Background: an optimization exercise with open tools, aiming at small area and few clock cycles. Do not read the settings as production practice.
At most, simulation tests tie the RTL to the original design; equivalence was not proved.
The clock input has no modelled driver; a real chip could not lean on it and would need a root buffer or a full tree.
No activity file was given, so power comes from the tool's default toggle rates.

Design data_pipe_1ton, start of the top module:
module data_pipe_1ton #(
    parameter   DSIZE   = 8,
    parameter   NSIZE   = 8
)(
    input                           clock,
    input                           rst_n,
    input [DSIZE-1:0]               wr_data,
    input                           wr_vld,
    output logic                    wr_ready,
    input                           wr_align_last,
    output logic[DSIZE*NSIZE-1:0]   rd_data,
    output logic                    rd_vld,
    input                           rd_ready
);
Size in the first run: roughly 81 cells after synthesis, ~79 I/O pins, about 0.0021 mm² of cells after synthesis.
==> module data_pipe_1ton, before the edit <==
module data_pipe_1ton #(
    parameter   DSIZE   = 8,
    parameter   NSIZE   = 8
)(
    input                           clock,
    input                           rst_n,
    input [DSIZE-1:0]               wr_data,
    input                           wr_vld,
    output logic                    wr_ready,
    input                           wr_align_last,
    output logic[DSIZE*NSIZE-1:0]   rd_data,
    output logic                    rd_vld,
    input                           rd_ready
);
localparam CW = (NSIZE <= 2) ? 1 : (NSIZE <= 4) ? 2 : (NSIZE <= 8) ? 3 : (NSIZE <= 16) ? 4 : (NSIZE <= 32) ? 5 : (NSIZE <= 64) ? 6 : (NSIZE <= 128) ? 7 : 8;
logic [CW-1:0]  cnt;         
logic           word_vld;
logic           accept;
logic           last;
assign last     = (cnt == NSIZE-1);
assign wr_ready = !word_vld || rd_ready;
assign accept   = wr_vld && wr_ready;
assign rd_vld   = word_vld;
always @(posedge clock, negedge rst_n) begin
    if (!rst_n) begin
        cnt      <= '0;
        word_vld <= 1'b0;
    end else begin
        if (accept) begin
            if (last || wr_align_last) cnt <= '0;
            else                       cnt <= cnt + 1'b1;
        end
        if (accept && last)  word_vld <= 1'b1;
        else if (rd_ready)   word_vld <= 1'b0;
    end
end
always @(posedge clock) begin
    if (accept)
        rd_data <= {rd_data[DSIZE*(NSIZE-1)-1:0], wr_data};
end
endmodule
==> flow/config.mk <==
export PLATFORM = sky130hd
export DESIGN_NAME = data_pipe_1ton
export DESIGN_NICKNAME = data_pipe_1ton
export VERILOG_FILES = /design/flow/design.v
export SDC_FILE = /design/flow/constraint.sdc
export NUM_CORES = 4
export LEC_CHECK = 0
export CAP_MARGIN = 20
export CORE_AREA = 2 2 60 60
export DIE_AREA = 0 0 62 62
export PLACE_DENSITY = 0.8
export SLEW_MARGIN = 20
==> flow/constraint.sdc <==
create_clock -name core_clock -period 5.0 [get_ports {clock}]
set_input_delay 1.0000 -clock core_clock [delete_from_list [all_inputs] [get_ports {clock}]]
set_output_delay 1.0000 -clock core_clock [all_outputs]
set_load 0.01 [all_outputs]
standard.sh (not shown) runs the stock make flow with config.mk's settings and CLKGATE_MAP_FILE= SYNTH_SCRIPT=/design/flow/synth_recipe.tcl, a recipe that flattens the netlist after the stock synthesis.
==> flow/flow/run.sh <==
#!/bin/bash
# Standard ORFS layout, with the smallest buffer on the ports and a one-level
# clock tree built by flow/pre_cts.tcl in place of ORFS's CTS.
export BUFFER_PORTS_ARGS="-buffer_cell sky130_fd_sc_hd__buf_1"
export PRE_CTS_TCL="$PWD/flow/pre_cts.tcl"
bash standard.sh finish > standard.log 2>&1
Other scripts of this flow, unchanged in this note and not shown: flow/flow/ctsbuf.tcl, flow/flow/pre_cts.tcl
The first run went through all stages and came out clean.
Rerun with:
--- a/flow/design.v
+++ b/flow/design.v
@@ -14,24 +14,33 @@
     input                           rd_ready
 );
 localparam CW = (NSIZE <= 2) ? 1 : (NSIZE <= 4) ? 2 : (NSIZE <= 8) ? 3 : (NSIZE <= 16) ? 4 : (NSIZE <= 32) ? 5 : (NSIZE <= 64) ? 6 : (NSIZE <= 128) ? 7 : 8;
 logic [CW-1:0]  cnt;         
+logic [CW-1:0]  cnt_next;    
 logic           word_vld;
 logic           accept;
 logic           last;
-assign last     = (cnt == NSIZE-1);
+generate
+if (NSIZE == 8) begin : g_seq8
+    assign cnt_next = {cnt[1:0], (cnt[2] ~^ (cnt[0] & ~cnt[1]))};
+    assign last     = (cnt == 3'b100);
+end else begin : g_bin
+    assign cnt_next = (cnt == NSIZE-1) ? '0 : cnt + 1'b1;
+    assign last     = (cnt == NSIZE-1);
+end
+endgenerate
 assign wr_ready = !word_vld || rd_ready;
 assign accept   = wr_vld && wr_ready;
 assign rd_vld   = word_vld;
+logic shift, hold;
+assign shift = accept && !wr_align_last;
+assign hold  = !accept;
 always @(posedge clock, negedge rst_n) begin
     if (!rst_n) begin
         cnt      <= '0;
         word_vld <= 1'b0;
     end else begin
-        if (accept) begin
-            if (last || wr_align_last) cnt <= '0;
-            else                       cnt <= cnt + 1'b1;
-        end
+        cnt <= ({CW{shift}} & cnt_next) | ({CW{hold}} & cnt);
         if (accept && last)  word_vld <= 1'b1;
         else if (rd_ready)   word_vld <= 1'b0;
     end
 end
Outcome:
- The changed run completed without violations
- utilization stays flat
- power is higher by 3.5%
- final area is about the same
- synthesized area hardly moves
- routed wire length drops by 2.3%
- setup slack is worse by 0.047 ns
Testbench counts after the change, summed over its fixed seeds: cycles 25,608.
Function not checked in the first run of this note: the RTL went through the layout flow alone. In every run of this note, the design's own scripts or RTL, not TritonCTS, make the clock network.

-- static timing again, ports no longer ideal --
No port has a modelled driver above. Below, the same layouts with a new extraction and two added sets of constraints.
Step 1: set_driving_cell puts a clkbuf_16 on clock and a buf_2 on each other input, an assumption about the parent block.
Step 2 moves the port delays by t, midway between the first and last clock arrival at a register: inputs arrive t later, outputs are due t later. That takes back most of the time a late clock gives input paths.
a / b / c = no drivers / after step 1 / after step 2; a / b = the first two.
run	t, ns	setup WS [ns]	worst register clock-pin slew, ns
the first run	0.194	2.607 / 2.553 / 2.553	0.10 / 0.10
the second run	0.203	2.560 / 2.540 / 2.540	0.13 / 0.13
After both steps every run listed still meets setup and hold. The setup slack of the first run, which loses most, moves by -0.054 ns with the drivers and by -0.054 ns with both steps.
